From an optimization exercise on the open Yosys and OpenROAD flow, aimed at small area and a short achievable clock period; shortcuts taken in it are not production practice. Where RTL was checked, it was by simulation tests only, not by an equivalence proof against the original.

// axis_Gauss_1x5
module axis_Gauss_1x5 (
  input  logic       s_axis_aclk,
  input  logic       s_axis_arstn,
  input  logic [7:0] s_axis_tdata,
  input  logic       s_axis_tvalid,
  input  logic       s_axis_tlast,
  output logic [7:0] m_axis_tdata,
  output logic       m_axis_tvalid,
  output logic       m_axis_tlast
);
Size in the first run: ~4400 µm² of cells after synthesis.
export LEC_CHECK = 0
export CAP_MARGIN = 20
export CORE_MARGIN = 2
export CORE_UTILIZATION = 40
export SETUP_SLACK_MARGIN = 4.3
export SLEW_MARGIN = 20
export SYNTH_HIERARCHICAL = 1
export SYNTH_MINIMUM_KEEP_SIZE = 0
create_clock -name core_clock -period 8.0 [get_ports {s_axis_aclk}]
standard.sh (not shown) runs the stock make flow with config.mk's settings and CLKGATE_MAP_FILE= SYNTH_SCRIPT=/design/flow/synth_recipe.tcl, a recipe that flattens the netlist after the stock synthesis.
==> flow/flow/run.sh <==
#!/bin/bash
# Layout flow: the standard flow, with plain buffers on the ports and a clock
# tree without dummy loads.
export BUFFER_PORTS_ARGS="-buffer_cell sky130_fd_sc_hd__buf_2"
export CTS_ARGS="-repair_clock_nets -dont_use_dummy_load -buf_list sky130_fd_sc_hd__clkbuf_8"
bash standard.sh > standard.log 2>&1
Change:
==> flow/flow/run.sh (replaced) <==
#!/bin/bash
# Layout flow: the standard flow, with plain buffers on the ports and a clock
# tree of small buffers without dummy loads.
export BUFFER_PORTS_ARGS="-buffer_cell sky130_fd_sc_hd__buf_2"
export CTS_ARGS="-sink_clustering_enable -repair_clock_nets -dont_use_dummy_load -buf_list \"sky130_fd_sc_hd__clkbuf_4 sky130_fd_sc_hd__clkbuf_8\""
bash standard.sh > standard.log 2>&1
--- a/flow/config.mk
+++ b/flow/config.mk
@@ -10,3 +10,3 @@
 export CORE_UTILIZATION = 40
-export SETUP_SLACK_MARGIN = 4.3
+export SETUP_SLACK_MARGIN = 4.75
 export SLEW_MARGIN = 20
Effect: The new run passed the timing, DRC and antenna checks. Design area increases by 6.4%. Utilization increases by 2.9 points.
Change:
--- a/flow/config.mk
+++ b/flow/config.mk
@@ -10,3 +10,3 @@
 export CORE_UTILIZATION = 40
-export SETUP_SLACK_MARGIN = 4.75
+export SETUP_SLACK_MARGIN = 4.3
 export SLEW_MARGIN = 20
The changed run finished clean.
Register-to-register slack degrades by 0.10 ns.
Worst setup slack degrades by 0.091 ns.
Synthesized cell count does not change.
Final cell count went down by 1.1%.
Clock-buffer cell count is unchanged.
Wire length went down by 4.7%.

---

run B:
axis_Gauss_1x5, a different RTL version from the one above (not shown whole).
Size: roughly 630 cells after synthesis, about 60 flip-flops, ~22 I/O pins.
clock: 8.0 ns
lec_check: 0
cap_margin: 20
core_margin: 2
core_utilization: 40
slew_margin: 20
run.sh (not shown) runs the stock make flow with config.mk's settings and CLKGATE_MAP_FILE= SYNTH_SCRIPT=/design/flow/synth_recipe.tcl, a recipe that flattens the netlist after the stock synthesis.
Stock flow here: none of the scripts above is used.
Relative to run B, the following input files were edited for run P:
- SETUP_SLACK_MARGIN now 5, previously not set
- ABC_CLOCK_PERIOD_IN_PS now 3000, previously not set
Notes after the runs:
Going from run B to run P, hold slack increased by 0.0076 ns relative to the old numbers, global routing met3 resource utilization increased by 0.25 points relative to the old numbers, wire length of the first global-routing pass increased by 1200 um relative to the old numbers, final setup slack of the worst path increased by 0.99 ns relative to the old numbers, worst slack after detailed placement increased by 0.63 ns relative to the old numbers. Wire length on met2 in run P vs run B: up about 20%. Compared with run B, in run P wire length went up by 10%, minimum clock period after layout decreased by 0.99 ns relative to the old numbers, minimum setup slack among reg-to-reg paths moved up.
Function was not checked in any run of this note: the RTL went through the layout flow alone.

---

Setup of v15:
axis_Gauss_1x5 with an RTL version that a note above also has.
Size in the first run: ~360 cells after synthesis, about 80 flip-flops, roughly 0.0044 mm² of cells after synthesis.
Settings: LEC_CHECK=0, CAP_MARGIN=20, CORE_MARGIN=2, CORE_UTILIZATION=40, SETUP_SLACK_MARGIN=4.45, SLEW_MARGIN=20, SYNTH_HIERARCHICAL=1, SYNTH_MINIMUM_KEEP_SIZE=0; clock period 8.0 ns.
standard.sh (not shown) runs the stock make flow with config.mk's settings and CLKGATE_MAP_FILE= SYNTH_SCRIPT=/design/flow/synth_recipe.tcl, a recipe that flattens the netlist after the stock synthesis.
==> flow/flow/run.sh <==
#!/bin/bash
# Layout flow: the standard flow, with plain buffers on the ports and a clock
# tree of small buffers without dummy loads.
export BUFFER_PORTS_ARGS="-buffer_cell sky130_fd_sc_hd__buf_2"
export CTS_ARGS="-sink_clustering_enable -repair_clock_nets -dont_use_dummy_load -buf_list \"sky130_fd_sc_hd__clkbuf_4 sky130_fd_sc_hd__clkbuf_8\""
bash standard.sh > standard.log 2>&1
Inputs modified between v15 and v25:
Settings: SETUP_SLACK_MARGIN now 4.2, was 4.45.
### Flow results
The wire length per cell number comes out lower for v15 vs v25. Row global router's overall resource usage: v25 higher / v15 lower. Ratio of cells with drive above 1 in the final layout: v25 < v15. From v15 to v25 the numbers moved as follows: number of buffers added for setup after CTS roughly the same; pin count of the biggest net entering global routing roughly the same. In v25 the setup slack turned out 0.15 ns lower than in v15.
Input changes introduced in v17 (baseline for comparison: v25):
Settings: SETUP_SLACK_MARGIN: 4.2 -> 4.6.
--- outcome ---
v17 | stages: all done | timing, DRC, antenna: all pass. Overall routed net length went up by a few percent going from v25 to v17. Worst relative slew slack sits higher in v17 than in v25. Setup slack delta for v17 relative to v25: 0.18 ns higher. Compared with v25, in v17 residual antenna-violating net count after detailed routing barely changed, post-route cell area climbed 3.6%, non-clock buffer count climbed 3, met1 demand-to-capacity share in global routing climbed 1.3 points.

---

run 1:
axis_Gauss_1x5, a different RTL version from the one above (not shown whole).
Size in the first run: about 360 cells after synthesis, roughly 22 I/O pins, about 0.0044 mm2 of cells after synthesis.
clock: 8.0 ns
lec_check: 0
cap_margin: 20
core_margin: 2
core_utilization: 40
setup_slack_margin: 4.5
slew_margin: 20
synth_hierarchical: 1
synth_minimum_keep_size: 0
Scripts as last shown in full above: flow/flow/run.sh
Inputs modified between run 1 and run 2:
- SETUP_SLACK_MARGIN changed from 4.5 to 4.1
Run 2 completed; timing, DRC and antenna clean
Cell area delta (run 2 − run 1): favourable
NOTE: data arrival time of the critical path in run 2 exceeds that of run 1
Run 1 → run 2: final cell count down 7; layout filler cell count up 46; final total negative setup slack flat; area added between synthesis and finish down 3.9 points.
Run 1 → run 2: count of maximum capacitance violations held steady, detail-routed net length per standard cell fell by about 3%, post-cts sizing count has decreased.
The type of the worst setup path comes out in2reg in one run and reg2out in the other, namely in run 2 and run 1 respectively.
diff inputs: run 2 => run 3
- a change of SETUP_SLACK_MARGIN from 4.1 to 4.3
Results
Worst reg-to-reg path cell count, run 3 and run 2: lower on run 3. For run 3, the capturing element of the worst setup path was m_axis_tdata[7], unlike run 2, where it was oa[10]. From run 2 to run 3 the numbers moved as follows: sequential share of cell area dropped 0.28 points; non-clock buffer contribution to total cell area climbed 0.29 points; first-pass GRT wire length dropped about 5%; share of the clock period used by the worst path after layout dropped 1.3 points. Final cell area: run 3 above run 2.
[inputs] run 4 vs run 3
- ABC_CLOCK_PERIOD_IN_PS now 3000, previously not set
Results
- Between run 3 and run 4, the max-capacitance violation count does not differ in any meaningful way.
- From run 4 to run 3, cell area after synthesis did not move at all.
- | via-per-instance ratio | run 4 vs run 3 | ≈ equal |
- Reported for run 4 and run 3, die footprint turned out identical to the last digit.
- Going from run 3 to run 4, number of tap cells added at floorplan level; cell area level; count of clock-buffer cells in the layout level; number of cells traversed by the worst hold path level; met3 wire length level.
- ~same measured slew at the worst slew-check pin in run 4 and run 3
--- input diff run 4..run 5 ---
- GPL_TIMING_DRIVEN now 1, previously not set
- ABC_CLOCK_PERIOD_IN_PS no longer set, was 3000
==> run summary <==
Run 4 -> run 5: cell count after placement delta 0, exact match. Between run 4 and run 5, the routability congestion estimate from global placement does not differ in any meaningful way.

-- afterwards: timing with drivers on the ports --
The flow's constraints put no driver on any port. The routed layouts listed below were extracted and timed again, unchanged, in two steps.
Step 1 (the two cells are an assumption about what drives the block):
set clk [get_ports {s_axis_aclk}]
set_driving_cell -lib_cell sky130_fd_sc_hd__clkbuf_16 $clk
set_driving_cell -lib_cell sky130_fd_sc_hd__buf_2 [delete_from_list [all_inputs] $clk]
Step 2 also shifts input and output timing later by t, the mid clock arrival at the registers, as if the neighbouring blocks saw the same clock.
a / b / c = ideal ports / drivers / drivers and shift; a / b = the first two.
run | t (ns) | slack for setup (ns) | latest minus earliest clock arrival (ns) | pins driven straight from the clock port
the first run of note 1 | 0.383 | 4.366 / 4.380 / 3.997 | 0.034 / 0.034 | 1
the second run of note 1 | 0.368 | 4.457 / 4.440 / 4.072 | 0.026 / 0.026 | 1
the third run of note 1 | 0.383 | 4.366 / 4.380 / 3.997 | 0.034 / 0.034 | 1
run B | 0.378 | 0.501 / 0.511 / 0.133 | 0.003 / 0.004 | 1
run P | 0.377 | 1.487 / 1.493 / 1.117 | 0.007 / 0.007 | 1
v15 | 0.376 | 4.439 / 4.439 / 4.063 | 0.030 / 0.029 | 1
v25 | 0.384 | 4.287 / 4.296 / 3.913 | 0.025 / 0.025 | 1
v17 | 0.375 | 4.462 / 4.446 / 4.071 | 0.025 / 0.024 | 1
run 1 | 0.373 | 4.339 / 4.307 / 3.981 | 0.017 / 0.016 | 1
run 2 | 0.364 | 4.262 / 4.276 / 3.912 | 0.040 / 0.040 | 1
run 3 | 0.380 | 4.367 / 4.334 / 4.013 | 0.029 / 0.028 | 1
run 4 | 0.380 | 4.367 / 4.334 / 4.013 | 0.029 / 0.028 | 1
run 5 | 0.380 | 4.367 / 4.334 / 4.013 | 0.029 / 0.028 | 1
After both steps setup and hold are still met in every run listed. The setup slack of v17, which loses most, moves by -0.016 ns with the drivers and by -0.391 ns with both steps.
